Context: an optimization exercise on an open-source flow, tuned for small area. The choices shown serve that exercise and are no tape-out recipe.
The RTL was checked by simulation tests, not by an equivalence proof against the original design.
No activity file was given, so power comes from the tool's default toggle rates.

==> job 9982: inputs <==
Design plane_game_video, start of the top module:
module plane_game_video(
    input clk, rst,
    input up,
    input [3:0] hited,
    input [10:0] my_plane_x, my_plane_y,
    input [10:0] my_bullet_x, my_bullet_y,
    input have_bullet_now,
    input [10:0] enemy_x, enemy_y,
    input [10:0] enemy_bullet_x, enemy_bullet_y,
    input have_enemy_bullet_now,
    output hs, vs,
    output play,
    output [11:0] rgb);
Settings: LEC_CHECK=0, CAP_MARGIN=20, CORE_MARGIN=2, CORE_UTILIZATION=50, PLACE_DENSITY=0.65, SLEW_MARGIN=20, SYNTH_MEMORY_MAX_BITS=32768; clock period 15.0 ns.
standard.sh (not shown) runs the stock make flow with config.mk's settings and CLKGATE_MAP_FILE= SYNTH_SCRIPT=/design/flow/synth_recipe.tcl, a recipe that flattens the netlist after the stock synthesis.
==> flow/flow/run.sh <==
#!/bin/bash
# Standard ORFS layout, except that after the standard synthesis the
# combinational logic between the registers is re-optimised by yosys-abc
# (&deepsyn, then &nf area mapping), in four runs with different seeds of
# which the smallest is kept. Registers are left exactly as the standard
# synthesis made them (same instances, names and cells).
set -euo pipefail
HERE=$(pwd)
R=$HERE/orfs/results/sky130hd/plane_game_video/base
LIB=$FLOW_HOME/platforms/sky130hd/lib/sky130_fd_sc_hd__tt_025C_1v80.lib
DS_TIME=400

bash standard.sh synth > std_synth.log 2>&1
cp $R/1_2_yosys.v $HERE/std_netlist.v

DU=""
for c in $(sed -n '/^export DONT_USE_CELLS/,/^$/p' $FLOW_HOME/platforms/sky130hd/config.mk | tr -d '\\' | tr -s ' \t' '\n' | grep '^sky130_'); do
  DU="$DU -dont_use $c"
done

for S in 1 2 3 4; do
  echo "strash; &get -n; &deepsyn -T $DS_TIME -S $S; &nf -R 1000; &put; topo" > resynth_$S.abc
  cat > resynth_$S.ys <<EOT
read_liberty -ignore_miss_func $LIB
read_verilog $HERE/std_netlist.v
hierarchy -top $FLOW_TOP
blackbox sky130_fd_sc_hd__df* sky130_fd_sc_hd__ed* sky130_fd_sc_hd__sd* sky130_fd_sc_hd__dl*
flatten
opt_clean -purge
abc -script $HERE/resynth_$S.abc -liberty $LIB $DU
opt_clean -purge
hilomap -singleton -hicell sky130_fd_sc_hd__conb_1 HI -locell sky130_fd_sc_hd__conb_1 LO
opt_clean -purge
select $FLOW_TOP
write_verilog -noattr -nohex -nodec -selected $HERE/resynth_$S.v
EOT
  yosys -s resynth_$S.ys > resynth_$S.log 2>&1 &
done
wait

# read each result back against the cell library, check it, keep the smallest
BEST=""; BEST_AREA=""
for S in 1 2 3 4; do
  cat > resynth_check_$S.ys <<EOT
read_liberty -lib $LIB
read_verilog $HERE/resynth_$S.v
hierarchy -check -top $FLOW_TOP
check -assert -mapped
tee -o $HERE/resynth_stat_$S.txt stat -liberty $LIB
EOT
  if yosys -s resynth_check_$S.ys > resynth_check_$S.log 2>&1; then
    A=$(grep "Chip area" resynth_stat_$S.txt | awk '{print $NF}')
    echo "seed $S: area $A" >> resynth_choice.log
    if [[ -z "$BEST" ]] || awk "BEGIN{exit !($A < $BEST_AREA)}"; then BEST=$S; BEST_AREA=$A; fi
  fi
done
echo "kept seed $BEST ($BEST_AREA)" >> resynth_choice.log
cp $HERE/resynth_$BEST.v $HERE/resynth_netlist.v

cp $HERE/resynth_netlist.v $R/1_2_yosys.v
touch $R/1_2_yosys.v
rm -f $R/1_synth.odb $R/1_synth.sdc
export BUFFER_PORTS_ARGS="-buffer_cell sky130_fd_sc_hd__buf_1"
export CTS_ARGS="-sink_clustering_enable -repair_clock_nets -dont_use_dummy_load -buf_list sky130_fd_sc_hd__clkbuf_8"
bash standard.sh > standard.log 2>&1
==> job 7661 (differences from job 9982) <==
--- a/flow/flow/run.sh
+++ b/flow/flow/run.sh
@@ -8,7 +8,7 @@
 HERE=$(pwd)
 R=$HERE/orfs/results/sky130hd/plane_game_video/base
 LIB=$FLOW_HOME/platforms/sky130hd/lib/sky130_fd_sc_hd__tt_025C_1v80.lib
-DS_TIME=400
+DS_TIME=240
 
 bash standard.sh synth > std_synth.log 2>&1
 cp $R/1_2_yosys.v $HERE/std_netlist.v
@@ -60,6 +60,8 @@
 cp $HERE/resynth_netlist.v $R/1_2_yosys.v
 touch $R/1_2_yosys.v
 rm -f $R/1_synth.odb $R/1_synth.sdc
+# port buffers: the smallest buffer rather than the default pick; CTS
+# without dummy loads
 export BUFFER_PORTS_ARGS="-buffer_cell sky130_fd_sc_hd__buf_1"
-export CTS_ARGS="-sink_clustering_enable -repair_clock_nets -dont_use_dummy_load -buf_list sky130_fd_sc_hd__clkbuf_8"
+export CTS_ARGS="-sink_clustering_enable -repair_clock_nets -dont_use_dummy_load"
 bash standard.sh > standard.log 2>&1
==> run summary <==
item	job 7661	job 9982
GR Util met2	61.4%	60.0%
Combined global-route utilization of all metal layers	39.3%	38.8%
Result of the run	complete, no violations	complete, no violations
Net switching share of the total power	23.9%	25.8%
Final worst-path cycle share	53.8%	53.6%
VDD IR max	74.1 uV	58.8 uV
Power Density	57.6 mW/mm2	49.2 mW/mm2
Clock edge transition at the registers on the reported setup and hold paths	50 ps	70 ps
Post-route setup slack	6920 ps	6960 ps
Internal power consumption	535 uW	439 uW
Time the worst path needs with I/O delays and setup	8080 ps	8040 ps
Total clock network power	321 uW	210 uW
Post-route core utilization	58.0%	57.0%
Skew final	33.1 ps	46.3 ps
Source-to-sink clock delay at the later pin of the worst-skew pair	420 ps	440 ps
Number of vias in the routed layout	14200	14100
Portion of total power attributed to sequential cells	45.1%	53.5%
Initial DRT Pass Iterations	7	9
Sequential share of cell area	19.2%	19.5%
GR Util met1	51.4%	51.3%
Met3 track demand over resource	8.92%	8.80%

[static timing again, ports no longer ideal]
The results above use ideal ports. As a check the final layouts listed here were re-extracted and re-timed, cells and wires unchanged. Step 1 assumes that a clkbuf_16 drives the clock port and a buf_2 every other input. Step 2 also shifts input and output timing later by t, the mid clock arrival at the registers, as if the neighbouring blocks saw the same clock. Three values: no drivers, after step 1, after step 2; two values: the first two.
run	t (ns)	slack for setup (ns)	worst register clock-pin slew, ns
job 9982	0.465	6.958 / 6.985 / 6.520	0.09 / 0.09
job 7661	0.455	6.924 / 6.954 / 6.499	0.07 / 0.07
After both steps every run listed still meets setup and hold. For job 9982, which loses most, drivers alone change the setup slack by +0.027 ns; drivers and shift together by -0.438 ns.
